This is an optimization exercise on Yosys and OpenROAD, whose aim is a short achievable clock period and few clock cycles, not a production implementation. Function was not checked in any run shown here: the RTL went through the layout flow alone. No activity file was given, so power comes from the tool's default toggle rates.

**flow/run.sh**
```bash
#!/bin/bash
# synth_recipe.tcl (not shown) runs the flow's synth.tcl, then flattens the netlist and writes it again
# the make line also repeats each setting of config.mk as NAME=value (left out here)
make -C /OpenROAD-flow-scripts/flow DESIGN_CONFIG=/design/flow/config.mk WORK_HOME=/design/flow/orfs CLKGATE_MAP_FILE= SYNTH_SCRIPT=/design/flow/synth_recipe.tcl finish
```
**flow/config.mk**
```make
export PLATFORM = sky130hd
export DESIGN_NAME = cpu
export DESIGN_NICKNAME = cpu
export VERILOG_FILES = /design/flow/design.v
export SDC_FILE = /design/flow/constraint.sdc
export NUM_CORES = 4
export LEC_CHECK = 0
export ABC_CLOCK_PERIOD_IN_PS = 2500
export CAP_MARGIN = 20
export CORE_MARGIN = 2
export CORE_UTILIZATION = 40
export GPL_TIMING_DRIVEN = 1
export PLACE_DENSITY = 0.6
export SETUP_SLACK_MARGIN = 5
export SLEW_MARGIN = 20
export TNS_END_PERCENT = 100
```
**flow/constraint.sdc**
```tcl
create_clock -name core_clock -period 9.0 [get_ports {clk}]
set_input_delay 1.8000 -clock core_clock [delete_from_list [all_inputs] [get_ports {clk}]]
set_output_delay 1.8000 -clock core_clock [all_outputs]
set_load 0.01 [all_outputs]
```
**flow/design.v**
```verilog
module cpu (
    input clk,
    input rst,
    output logic [31:0] i_addr,
    input  logic [31:0] i_rdata,
    output logic        i_read,
    input  logic        i_resp,
    output logic [31:0] d_addr,
    input  logic [31:0] d_rdata,
    output logic [31:0] d_wdata,
    output logic [3:0]  d_byte_enable,
    output logic        d_read,
    output logic        d_write,
    input  logic        d_resp
);
logic [31:0] pc;
logic        ifid_v;
logic [31:0] ifid_ir;
logic [31:0] ifid_pc;
logic        idex_v;
logic [31:0] idex_a, idex_b, idex_sd, idex_alt;
logic        idex_fa1, idex_fa2, idex_fb1, idex_fb2, idex_fs1, idex_fs2;
logic [4:0]  idex_rd;
logic        idex_ld, idex_st, idex_br, idex_jalr, idex_pred;
logic [2:0]  idex_f3;
logic        idex_sub, idex_s_sum, idex_s_sh, idex_s_xor, idex_s_or, idex_s_and,
             idex_s_slt, idex_s_sltu, idex_s_link, idex_sh_r, idex_sh_a;
logic [31:0] exmem_res;
logic [31:0] exmem_wdata;
logic [3:0]  exmem_be;
logic [4:0]  exmem_rd;
logic        exmem_ld, exmem_st;
logic [2:0]  exmem_f3;
logic [31:0] memwb_res;
logic [4:0]  memwb_rd;
logic [31:0] rf [1:31];
logic freeze;      
logic stall_lu;    
logic ex_redir, id_redir;
logic [31:0] ex_target, id_target;
assign freeze = (exmem_ld | exmem_st) & ~d_resp;
assign i_addr = pc;
assign i_read = 1'b1;
always_ff @(posedge clk) begin
    if (rst) begin
        pc <= 32'h00000060;
    end else if (!freeze) begin
        if (ex_redir)
            pc <= ex_target;
        else if (id_redir)
            pc <= id_target;
        else if (!stall_lu && i_resp)
            pc <= pc + 32'd4;
    end
end
always_ff @(posedge clk) begin
    if (rst) begin
        ifid_v <= 1'b0;
    end else if (!freeze) begin
        if (ex_redir || id_redir) begin
            ifid_v <= 1'b0;
        end else if (!stall_lu) begin
            ifid_v  <= i_resp;
            ifid_ir <= i_rdata;
            ifid_pc <= pc;
        end
    end
end
wire [4:0] op  = ifid_ir[6:2];
wire [4:0] rd  = ifid_ir[11:7];
wire [2:0] f3  = ifid_ir[14:12];
wire [4:0] rs1 = ifid_ir[19:15];
wire [4:0] rs2 = ifid_ir[24:20];
wire       f7b5 = ifid_ir[30];
wire is_lui   = (op == 5'b01101);
wire is_auipc = (op == 5'b00101);
wire is_jal   = (op == 5'b11011);
wire is_jalr  = (op == 5'b11001);
wire is_br    = (op == 5'b11000);
wire is_load  = (op == 5'b00000);
wire is_store = (op == 5'b01000);
wire is_opimm = (op == 5'b00100);
wire is_opreg = (op == 5'b01100);
wire is_alu   = is_opimm | is_opreg;
wire use_rs1 = is_jalr | is_br | is_load | is_store | is_alu;
wire use_rs2 = is_br | is_store | is_opreg;
wire writes  = is_lui | is_auipc | is_jal | is_jalr | is_load | is_alu;
wire [31:0] imm_i = {{20{ifid_ir[31]}}, ifid_ir[31:20]};
wire [31:0] imm_s = {{20{ifid_ir[31]}}, ifid_ir[31:25], ifid_ir[11:7]};
wire [31:0] imm_b = {{19{ifid_ir[31]}}, ifid_ir[31], ifid_ir[7], ifid_ir[30:25], ifid_ir[11:8], 1'b0};
wire [31:0] imm_u = {ifid_ir[31:12], 12'b0};
wire [31:0] imm_j = {{11{ifid_ir[31]}}, ifid_ir[31], ifid_ir[19:12], ifid_ir[20], ifid_ir[30:21], 1'b0};
wire rs1_nz = (rs1 != 5'd0);
wire rs2_nz = (rs2 != 5'd0);
wire m1_ex  = rs1_nz && (idex_rd == rs1);
wire m2_ex  = rs2_nz && (idex_rd == rs2);
wire m1_mem = rs1_nz && (exmem_rd == rs1);
wire m2_mem = rs2_nz && (exmem_rd == rs2);
wire m1_wb  = rs1_nz && (memwb_rd == rs1);
wire m2_wb  = rs2_nz && (memwb_rd == rs2);
logic [31:0] rv1, rv2;
always_comb begin
    if (!rs1_nz)                 rv1 = 32'd0;
    else if (m1_mem && !exmem_ld) rv1 = exmem_res;
    else if (m1_wb)              rv1 = memwb_res;
    else                         rv1 = rf[rs1];
    if (!rs2_nz)                 rv2 = 32'd0;
    else if (m2_mem && !exmem_ld) rv2 = exmem_res;
    else if (m2_wb)              rv2 = memwb_res;
    else                         rv2 = rf[rs2];
end
wire fwd1_ex  = m1_ex;
wire fwd1_mem = !m1_ex && m1_mem && exmem_ld;
wire fwd2_ex  = m2_ex;
wire fwd2_mem = !m2_ex && m2_mem && exmem_ld;
assign stall_lu = ifid_v && idex_ld && ((use_rs1 && m1_ex) || (use_rs2 && m2_ex));
wire [31:0] pc_plus4 = ifid_pc + 32'd4;
wire [31:0] pc_imm   = ifid_pc + (is_jal ? imm_j : imm_b);
wire        pred_tk  = is_br && ifid_ir[31];
assign id_redir  = ifid_v && !stall_lu && (is_jal || pred_tk);
assign id_target = pc_imm;
logic sub, s_sum, s_sh, s_xor, s_or, s_and, s_slt, s_sltu, s_link, sh_r, sh_a;
always_comb begin
    sub = 1'b0; s_sum = 1'b0; s_sh = 1'b0; s_xor = 1'b0; s_or = 1'b0; s_and = 1'b0;
    s_slt = 1'b0; s_sltu = 1'b0; s_link = 1'b0; sh_r = 1'b0; sh_a = 1'b0;
    if (is_alu) begin
        case (f3)
            3'b000: begin s_sum = 1'b1; sub = is_opreg & f7b5; end
            3'b001: begin s_sh = 1'b1; end
            3'b010: begin s_slt = 1'b1; end
            3'b011: begin s_sltu = 1'b1; end
            3'b100: begin s_xor = 1'b1; end
            3'b101: begin s_sh = 1'b1; sh_r = 1'b1; sh_a = f7b5; end
            3'b110: begin s_or = 1'b1; end
            default: begin s_and = 1'b1; end
        endcase
    end else if (is_jal || is_jalr) begin
        s_link = 1'b1;
    end else begin
        s_sum = 1'b1;
    end
end
logic [31:0] a_val, b_val;
always_comb begin
    if (is_lui)                 a_val = 32'd0;
    else if (is_auipc)          a_val = ifid_pc;
    else                        a_val = rv1;
    if (is_opreg || is_br)      b_val = rv2;
    else if (is_lui || is_auipc) b_val = imm_u;
    else if (is_store)          b_val = imm_s;
    else                        b_val = imm_i;
end
wire a_reg = use_rs1;
wire b_reg = is_opreg | is_br;
always_ff @(posedge clk) begin
    if (rst) begin
        idex_v <= 1'b0;
        idex_rd <= 5'd0;
        idex_ld <= 1'b0;
        idex_st <= 1'b0;
        idex_br <= 1'b0;
        idex_jalr <= 1'b0;
    end else if (!freeze) begin
        if (ex_redir || stall_lu || !ifid_v) begin
            idex_v <= 1'b0;
            idex_rd <= 5'd0;
            idex_ld <= 1'b0;
            idex_st <= 1'b0;
            idex_br <= 1'b0;
            idex_jalr <= 1'b0;
        end else begin
            idex_v <= 1'b1;
            idex_rd <= writes ? rd : 5'd0;
            idex_ld <= is_load;
            idex_st <= is_store;
            idex_br <= is_br;
            idex_jalr <= is_jalr;
        end
    end
end
always_ff @(posedge clk) begin
    if (!freeze) begin
        idex_a   <= a_val;
        idex_b   <= b_val;
        idex_sd  <= (is_jal || is_jalr) ? pc_plus4 : rv2;
        idex_alt <= pred_tk ? pc_plus4 : pc_imm;
        idex_fa1 <= a_reg & fwd1_ex;
        idex_fa2 <= a_reg & fwd1_mem;
        idex_fb1 <= b_reg & fwd2_ex;
        idex_fb2 <= b_reg & fwd2_mem;
        idex_fs1 <= is_store & fwd2_ex;
        idex_fs2 <= is_store & fwd2_mem;
        idex_pred <= pred_tk;
        idex_f3  <= f3;
        idex_sub <= sub | is_br;
        idex_s_sum <= s_sum;
        idex_s_sh <= s_sh;
        idex_s_xor <= s_xor;
        idex_s_or <= s_or;
        idex_s_and <= s_and;
        idex_s_slt <= s_slt;
        idex_s_sltu <= s_sltu;
        idex_s_link <= s_link;
        idex_sh_r <= sh_r;
        idex_sh_a <= sh_a;
    end
end
logic [31:0] opa, opb, sdv;
always_comb begin
    opa = idex_fa1 ? exmem_res : (idex_fa2 ? memwb_res : idex_a);
    opb = idex_fb1 ? exmem_res : (idex_fb2 ? memwb_res : idex_b);
    sdv = idex_fs1 ? exmem_res : (idex_fs2 ? memwb_res : idex_sd);
end
wire [31:0] sum = idex_sub ? (opa - opb) : (opa + opb);
wire        eq  = (opa == opb);
wire        ltu = (opa < opb);
wire        lt  = ($signed(opa) < $signed(opb));
wire [4:0]  shamt = opb[4:0];
logic [31:0] sh_in, sh_out, sh_rev;
always_comb begin
    for (int i = 0; i < 32; i++) sh_in[i] = idex_sh_r ? opa[i] : opa[31 - i];
    sh_rev = $unsigned($signed({idex_sh_a & sh_in[31], sh_in}) >>> shamt);
    for (int i = 0; i < 32; i++) sh_out[i] = idex_sh_r ? sh_rev[i] : sh_rev[31 - i];
end
logic [31:0] res;
always_comb begin
    res = ({32{idex_s_sum}} & sum)
        | ({32{idex_s_sh}}  & sh_out)
        | ({32{idex_s_xor}} & (opa ^ opb))
        | ({32{idex_s_or}}  & (opa | opb))
        | ({32{idex_s_and}} & (opa & opb))
        | ({32{idex_s_link}} & idex_sd);
    res[0] = res[0] | (idex_s_slt & lt) | (idex_s_sltu & ltu);
end
logic taken;
always_comb begin
    case (idex_f3)
        3'b000: taken = eq;
        3'b001: taken = ~eq;
        3'b100: taken = lt;
        3'b101: taken = ~lt;
        3'b110: taken = ltu;
        default: taken = ~ltu;
    endcase
end
assign ex_redir  = idex_br ? (taken != idex_pred) : idex_jalr;
assign ex_target = idex_jalr ? {sum[31:1], 1'b0} : idex_alt;
logic [31:0] st_data;
logic [3:0]  st_be;
always_comb begin
    case (idex_f3[1:0])
        2'b00: begin
            st_data = {4{sdv[7:0]}};
            st_be = 4'b0001 << sum[1:0];
        end
        2'b01: begin
            st_data = {2{sdv[15:0]}};
            st_be = sum[1] ? 4'b1100 : 4'b0011;
        end
        default: begin
            st_data = sdv;
            st_be = 4'b1111;
        end
    endcase
end
always_ff @(posedge clk) begin
    if (rst) begin
        exmem_rd <= 5'd0;
        exmem_ld <= 1'b0;
        exmem_st <= 1'b0;
    end else if (!freeze) begin
        exmem_rd <= idex_rd;
        exmem_ld <= idex_ld;
        exmem_st <= idex_st;
    end
end
always_ff @(posedge clk) begin
    if (!freeze) begin
        exmem_res   <= res;
        exmem_wdata <= st_data;
        exmem_be    <= st_be;
        exmem_f3    <= idex_f3;
    end
end
assign d_addr        = {exmem_res[31:2], 2'b00};
assign d_wdata       = exmem_wdata;
assign d_byte_enable = exmem_be;
assign d_read        = exmem_ld;
assign d_write       = exmem_st;
logic [31:0] ld_data;
logic [15:0] ld_half;
logic [7:0]  ld_byte;
always_comb begin
    ld_half = exmem_res[1] ? d_rdata[31:16] : d_rdata[15:0];
    ld_byte = exmem_res[0] ? ld_half[15:8] : ld_half[7:0];
    case (exmem_f3)
        3'b000:  ld_data = {{24{ld_byte[7]}}, ld_byte};
        3'b001:  ld_data = {{16{ld_half[15]}}, ld_half};
        3'b100:  ld_data = {24'd0, ld_byte};
        3'b101:  ld_data = {16'd0, ld_half};
        default: ld_data = d_rdata;
    endcase
end
always_ff @(posedge clk) begin
    if (rst) begin
        memwb_rd <= 5'd0;
    end else if (!freeze) begin
        memwb_rd <= exmem_rd;
    end
end
always_ff @(posedge clk) begin
    if (!freeze) begin
        memwb_res <= exmem_ld ? ld_data : exmem_res;
    end
end
always_ff @(posedge clk) begin
    if (rst) begin
        for (int i = 1; i < 32; i++) rf[i] <= 32'd0;
    end else if (memwb_rd != 5'd0) begin
        rf[memwb_rd] <= memwb_res;
    end
end
endmodule
```
==> summary.txt, run 1 <==
outcome no timing/DRC/antenna violations; Worst-path clk slew approximately 60 ps; Fin. Hold Viols 0; RSZ-0062 raised after global routing true; Crit Path Class reg -> reg; critical path peak fanout 9; Cells after DPL 9205; row count 167; P&R area growth vs syn 18.6%; Final Skew 74.5 ps; routed len/inst 35.6 um; synthesis-stage register bit count 1402; core area approximately 210000 um2; largest net degree at the start of global routing 125; total CTS buffers 161; port bufs 165; Setup TNS 0 ps; Total Wirelength 349000 um; CP Launch Type flop; crit share post-route a little over half; vias after detailed routing 62400; worst min-delay path class reg -> reg; Final Max Slew Viols 0; power per cell area 227 nW/um2; Die H 462 um; Critical Path End Type flop; min Tclk post-route slightly below 5000 ps; GRT Overall Usage 32.2%; Clock Latency Late Sink 880 ps; Setup WS post-layout 4180 ps; post-route cell area 99300 um2; Nets 7077; Die Wd 462 um; Synth Flop Type edfxtp_1; first-pass GRT wire length 477000 um; antenna violations before repair 26; flop2flop setup slack 4180 ps; register area share after synthesis 49.5%; DP Wirelength 221000 um; Peak Freq around 0.21 GHz; dpl ws 1970 ps; Worst VDD drop ~230 uV; Slew @ Worst Pin 1210 ps; DRC errors left 0; Avg Cell Area, Syn roughly 13 um2; DRT iter0 DRCs about 9800; grt ovf 0; number of clock sinks 1402; Antenna Nets Post-Route 0; leakage power 36.0 nW; layout cell share with drive strength beyond 1 26.0%; clk buf depth 3; Die ar. 213000 um2; Post-synth EDFFs 1338; async set-reset flop share out of synthesis 0%; Area after DPL 88900 um2; setup violators final 0; synthesized area 83800 um2; power after layout 22.5 mW; Arr. time, crit path 5370 ps; post-synthesis cell type count 93; Via density 6.37; final std cells w/o fill 9802; worst rel slew slack 19.0%; CTS tree yes; routability cong. about 1.0; drt first pass iters 9; vias in the first global route 60244; Gate Count Post-Synth approximately 6700; Clock Root Buffer clkbuf_16; Worst Path Required 9550 ps; H-tree depth 4; MaxCap Viol Count 0; YS warnings 1; Starting Density roughly two fifths; IO Count between 150 and 200
## layer usage
metal | global-route usage (%) | share of wire [%] | up-vias
met5 | 0 | 0.019 | -
met4 | 25.1 | 9.4 | 10
met3 | 7.67 | 11 | 999
met2 | 48.3 | 44 | 4241
met1 | 40.3 | 35 | 31681
li1 | - | - | 25469
## cell type report
| cell class | count | area, um2 |
|---|---|---|
| Fill cell | 18157 | 108000 |
| Multi-Input combinational cell | 4518 | 41800 |
| Sequential cell | 1402 | 41500 |
| Timing Repair Buffer | 663 | 6950 |
| Clock buffer | 197 | 4220 |
| Tap cell | 2788 | 3490 |
| Clock inverter | 91 | 885 |
| Inverter | 132 | 528 |
| Antenna cell | 11 | 27.5 |
## kinds of logic after synthesis
logic type,count (synthesis),synth area share [%]
AOI/OAI and AO/OA,1111,8.02
xor gates and xnor gates,144,1.51
adders and majority gates,131,1.98
buffers and inverters,802,3.83
DFF,1402,49.5
muxes,978,21.9
other,2,0.00897
and+or+nand+nor,2111,13.3
## final timing paths
path | cells after the start | end | startpoint
min reg2reg | 2 | exmem_st$_SDFFE_PP0N_ | idex_st$_SDFFE_PP0N_
max | 20 | ifid_ir[14]$_DFFE_PP_ | idex_fa2$_DFFE_PN_
min | 2 | exmem_st$_SDFFE_PP0N_ | idex_st$_SDFFE_PP0N_
max reg2reg | 20 | ifid_ir[14]$_DFFE_PP_ | idex_fa2$_DFFE_PN_
## power breakdown
| part | switching (mW) | internal [mW] |
|---|---|---|
| sequential | 0.565 | 7.81 |
| combinational | 4.86 | 2.76 |
| clock | 2.91 | 3.61 |
## metrics by stage
step	util, %	hold slack [ps]
final	47.8	512
after global routing	47.8	539
after CTS	47.0	500
after detailed placement	42.8	490
after global placement	42.7	495
after floorplan	-	424
## Yosys cell counts (28+ instances only)
master / instances / area [um2]
nor3_1: 42 / 210
buf_4: 34 / 255
and2_1: 1008 / 6310
nand3_1: 77 / 385
o21a_1: 48 / 360
inv_1: 126 / 473
a21oi_1: 357 / 1790
nand2b_1: 28 / 175
a21o_1: 37 / 278
clkbuf_1: 526 / 1970
edfxtp_1: 1338 / 40200
a22oi_1: 41 / 308
nor2_1: 318 / 1190
mux2i_1: 244 / 2440
dfxtp_1: 64 / 1280
mux4_2: 673 / 15200
xnor2_1: 93 / 815
ha_1: 128 / 1600
nand2_1: 500 / 1880
o21ai_0: 359 / 1800
mux2_2: 48 / 541
xor2_1: 51 / 447
o211ai_1: 66 / 495
buf_1: 79 / 297
## worst max-delay path: stages (launching register included)
cell and delay (ps):
edfxtp_1 380, buf_12 170, buf_12 150, buf_8 120, mux2_2 370, mux2i_4 260, ha_2 430, nor2_4 140
nand4_1 130, buf_4 190, nor4_4 410, mux2i_2 310, o21ai_1 110, mux2i_1 130, o22a_2 210, and2_4 230
nand2_4 70, nor3_4 210, buf_6 180, buf_12 160, buf_12 130
## registers in the layout (all words and copies together) (netlist names), 3 cells and up, named ones only
signal / flops
idex_a: 32
exmem_res: 32
idex_f3: 3
ifid_pc: 32
idex_rd: 5
idex_alt: 32
memwb_rd: 5
pc: 32
exmem_wdata: 32
ifid_ir: 30
exmem_rd: 5
idex_sd: 32
idex_b: 32
exmem_f3: 3
memwb_res: 32
rf: 1024
exmem_be: 4
## layout by cell type (no fill, tap or decap), drive strengths merged, types with 48 or more instances in the layout
master / count
nand2: 504
mux2i: 245
dfxtp: 64
o211ai: 66
and2: 1012
xnor2: 93
clkinv: 74
clkbuf: 204
o21ai: 362
xor2: 51
buf: 486
inv: 134
edfxtp: 1338
clkdlybuf4s50: 158
nand3: 77
a21oi: 360
o21a: 48
mux2: 57
ha: 128
mux4: 676
nor2: 322
## what timing repair did
action                                  4_1_cts  5_1_grt
pin swaps                                    70       71
gates cloned                                 24        9
setup buffers                               185       79
endpoints found under the setup margin      660      826
gates resized for setup                     354      162
hold buffers                                  0        0
==> run 2: changes to the inputs <==
==> flow/config.mk (replaced) <==
export PLATFORM = sky130hd
export DESIGN_NAME = cpu
export DESIGN_NICKNAME = cpu
export VERILOG_FILES = /design/flow/design.v
export SDC_FILE = /design/flow/constraint.sdc
export NUM_CORES = 4
export LEC_CHECK = 0
export CAP_MARGIN = 20
export CORE_MARGIN = 2
export CORE_UTILIZATION = 40
export PLACE_DENSITY = 0.6
export SLEW_MARGIN = 20
==> summary.txt, run 2 <==
Slew @ Worst Pin 1190 ps (-21.2 ps); clk buf depth 3 (unchanged); vias in the first global route 57564 (-4.4%); Avg Cell Area, Syn 12.5 um2 (unchanged); critical path peak fanout 34 (+25); Final Max Slew Viols 0 (unchanged); vias after detailed routing 59329 (-4.9%); Worst-path clk slew 60 ps (about the same); Setup TNS 0 ps (unchanged); total CTS buffers 155 (-3.7%); Cells after DPL 9199 (-0.065%); hold-critical path depth 2 (unchanged); MaxCap Viol Count 0 (unchanged); part of the power in combinational logic 29.6% (-4.3 points); layout cell share with drive strength beyond 1 18.9% (-7.0 points); CP Launch Type flop; slowest cell on the critical path nor3_1; DRT iter0 DRCs 8750 (-11%); Starting Density 40.3% (unchanged); P&R area growth vs syn 11.6%; H-tree depth 4 (unchanged); antenna violations before repair 20 (-23%); Register-to-Register Path Depth 15 (-25%); Hold Buf Count CTS 0 (unchanged); worst rel slew slack 19.6% (+0.57 points); post-route cell area 93500 um2 (-5.9%); crit share post-route 78.7% (+25 points); outcome no timing/DRC/antenna violations; clock share of power 30.1% (+1.1 points); worst setup path start idex_fa2$_DFFE_PN_; worst hold start pc[11]$_SDFFE_PP0P_; Crit Path Class reg -> reg; max reg flops 1024 (unchanged); routability cong. 1.00 (-4.2%); setup violators final 0 (unchanged); grt ovf 0 (unchanged); register area share after synthesis 49.5% (unchanged); power after layout 21.0 mW (-6.5%); synthesis-stage register bit count 1402 (unchanged); largest net degree at the start of global routing 117 (-6.4%); Nets 6768 (-4.4%); Critical Path End Type flop; YS warnings 1 (unchanged); Internal Power 13.3 mW (-6.2%); Commonest cells post-synth edfxtp_1, and2_1, mux4_2; min Tclk post-route 7080 ps (+2260 ps); Sw Share 36.8% (-0.20 points); GRT Overall Usage 30.3% (-1.9 points); Worst Path Required 9760 ps (+210 ps); count leader, synth edfxtp_1; Clock Root Buffer clkbuf_16; Die H 462 um (unchanged); final std cells w/o fill 9492 (-3.2%); row count 167 (unchanged); drt first pass iters 6 (-3); cell mode on critical path mux2i_1; port bufs 165 (unchanged); RSZ-0062 raised after global routing false; leakage power 33.6 nW (-6.8%); Area after DPL 88500 um2 (-0.46%); Setup WS post-layout 1920 ps (-2260 ps); reg2reg start idex_fa2$_DFFE_PN_; core area 208000 um2 (unchanged); routed len/inst 34.4 um (-3.4%); power per cell area 225 nW/um2 (-0.64%); Worst VDD drop 228 uV (-0.32%); dpl ws 2100 ps (+126 ps); IO Count 171 (unchanged); synthesized area 83800 um2 (unchanged); switching power 7.75 mW (-7.0%); fill cell total of the finished layout 18780 (+3.4%); Final Skew 40.2 ps (-34.3 ps); most flop-heavy register rf; most frequent cells in the layout edfxtp_1, and2_1, mux4_2; Die Wd 462 um (unchanged); Seq pwr share 40.3% (+3.1 points); number of clock sinks 1402 (unchanged); Total Wirelength 326000 um (-6.4%); first-pass GRT wire length 451000 um (-5.5%); Clock Latency Late Sink 830 ps (-50 ps); Peak Freq 0.141 GHz (-32%); DP Wirelength 213000 um (-3.8%); PostCTS Resize Cnt 0 (-100%); ordered list of cells on the worst path buf_4 > mux2_2 > mux2i_1 > ha_1 > nor4_2 > nand4_1 > nor4_1 > mux2i_1 > o21ai_0 > mux2i_1 > o22a_2 > nand2_2 > nor3_1 > and3_1 > a22o_1; Synth Flop Type edfxtp_1; Setup Fix Bufs, Post-CTS 0 (-100%); most common cell after layout, fill and taps aside edfxtp_1; Via density 6.25 (-1.8%); DRC errors left 0 (unchanged); Post-synth EDFFs 1338 (unchanged); async set-reset flop share out of synthesis 0% (unchanged); Yosys top cell area share 48.0% (unchanged); Arr. time, crit path 7840 ps (+2470 ps); Gate Count Post-Synth 6681 (unchanged); worst min-delay path class reg -> reg; Critical Path Max Stage Delay 850 ps (+420 ps); post-synthesis cell type count 93 (unchanged); CTS tree yes; Fin. Hold Viols 0 (unchanged); Die ar. 213000 um2 (unchanged); Antenna Nets Post-Route 0 (unchanged); area leader, netlist edfxtp_1; leading post-synthesis cells by cell area edfxtp_1, mux4_2, and2_1, mux2i_1, clkbuf_1
-- run 2: cell counts after synthesis --
Identical to the previous run, type by type.
-- run 2: final cells by class --
type | instances | area [um2] | area share, %
Antenna cell | 10 | 25.0 | 0.0268
Clock buffer | 195 | 4090 | 4.38
Clock inverter | 87 | 812 | 0.869
Inverter | 132 | 504 | 0.539
Multi-Input combinational cell | 4510 | 39800 | 42.6
Sequential cell | 1402 | 41500 | 44.4
Tap cell | 2788 | 3490 | 3.73
Timing Repair Buffer | 368 | 3260 | 3.49
-- run 2: cells by family after synthesis --
group / count (synthesis) / share of synthesized area (%)
other cells: 2 / 0.00897
xor+xnor: 144 / 1.51
compound gates: 1111 / 8.02
fa+ha+maj: 131 / 1.98
mux: 978 / 21.9
flops: 1402 / 49.5
buf+inv: 802 / 3.83
simple gates: 2111 / 13.3
-- run 2: final timing paths --
check                            endpoint  slack (ps)
setup / recovery  idex_rd[4]$_SDFFE_PP0N_        1920
setup reg to reg  idex_rd[4]$_SDFFE_PP0N_        1920
hold / removal        pc[11]$_SDFFE_PP0P_         520
hold reg to reg       pc[11]$_SDFFE_PP0P_         520
-- run 2: power groups by stage --
| stage | Sequential [mW] | Combinational [mW] | Clock [mW] |
|---|---|---|---|
| floorplan | 8.21 | 3.41 | 0 |
| global placement | 8.55 | 6.02 | 0 |
| detailed placement | 8.57 | 6.04 | 0 |
| CTS | 8.44 | 6.06 | 6.38 |
| global route | 8.51 | 6.41 | 6.63 |
| finish | 8.49 | 6.23 | 6.33 |
-- run 2: worst max-delay path, delay by kind of cell, from the launching register on --
kind                     cells  cell delay [ps]
AND/OR/NAND/NOR              6             3200
multiplexers                 4             1580
flip-flops                   1              670
adder cells (fa/ha/maj)      1              530
AO/OA/AOI/OAI                3              520
buffers and inverters        1              490
-- run 2: through the flow --
| stage | utilization (%) | hold slack [ps] |
|---|---|---|
| 2_1_floorplan | - | 424 |
| 3_3_place_gp | 42.6 | 503 |
| 3_5_place_dp | 42.6 | 497 |
| 4_1_cts | 45.0 | 520 |
| 5_1_grt | 45.0 | 541 |
| 6_report | 45.0 | 521 |
-- run 2: routing by layer --
layer	track usage, %	up-vias	part of all wire, %	wire length [um]
met3	7.09	778	10	34200
met2	47.2	3647	46	149000
met4	19.6	4	7.5	24400
met5	0	-	0.0055	18
li1	-	24789	-	-
met1	38.0	30111	36	118000

what the ideal ports hide:
In the flow no input, the clock included, has a driving cell. The finished layouts below were timed again as built, in two steps.
Step 1: set_driving_cell puts a clkbuf_16 on clk and a buf_2 on each other input, an assumption about the parent block.
Step 2 also shifts input and output timing later by t, the mid clock arrival at the registers, as if the neighbouring blocks saw the same clock.
Three values: no drivers, after step 1, after step 2; two values: the first two.
run	t, ns	setup WS [ns]	clock arrival spread, ns	worst slew at a driven data input, ns
run 1	0.931	4.181 / 4.181 / 3.427	0.076 / 0.077	0.06
run 2	0.903	1.917 / 1.917 / 1.917	0.047 / 0.047	0.10
After both steps every run listed still meets setup and hold. For run 1, which loses most, drivers alone change the setup slack by 0.000 ns; drivers and shift together by -0.754 ns.
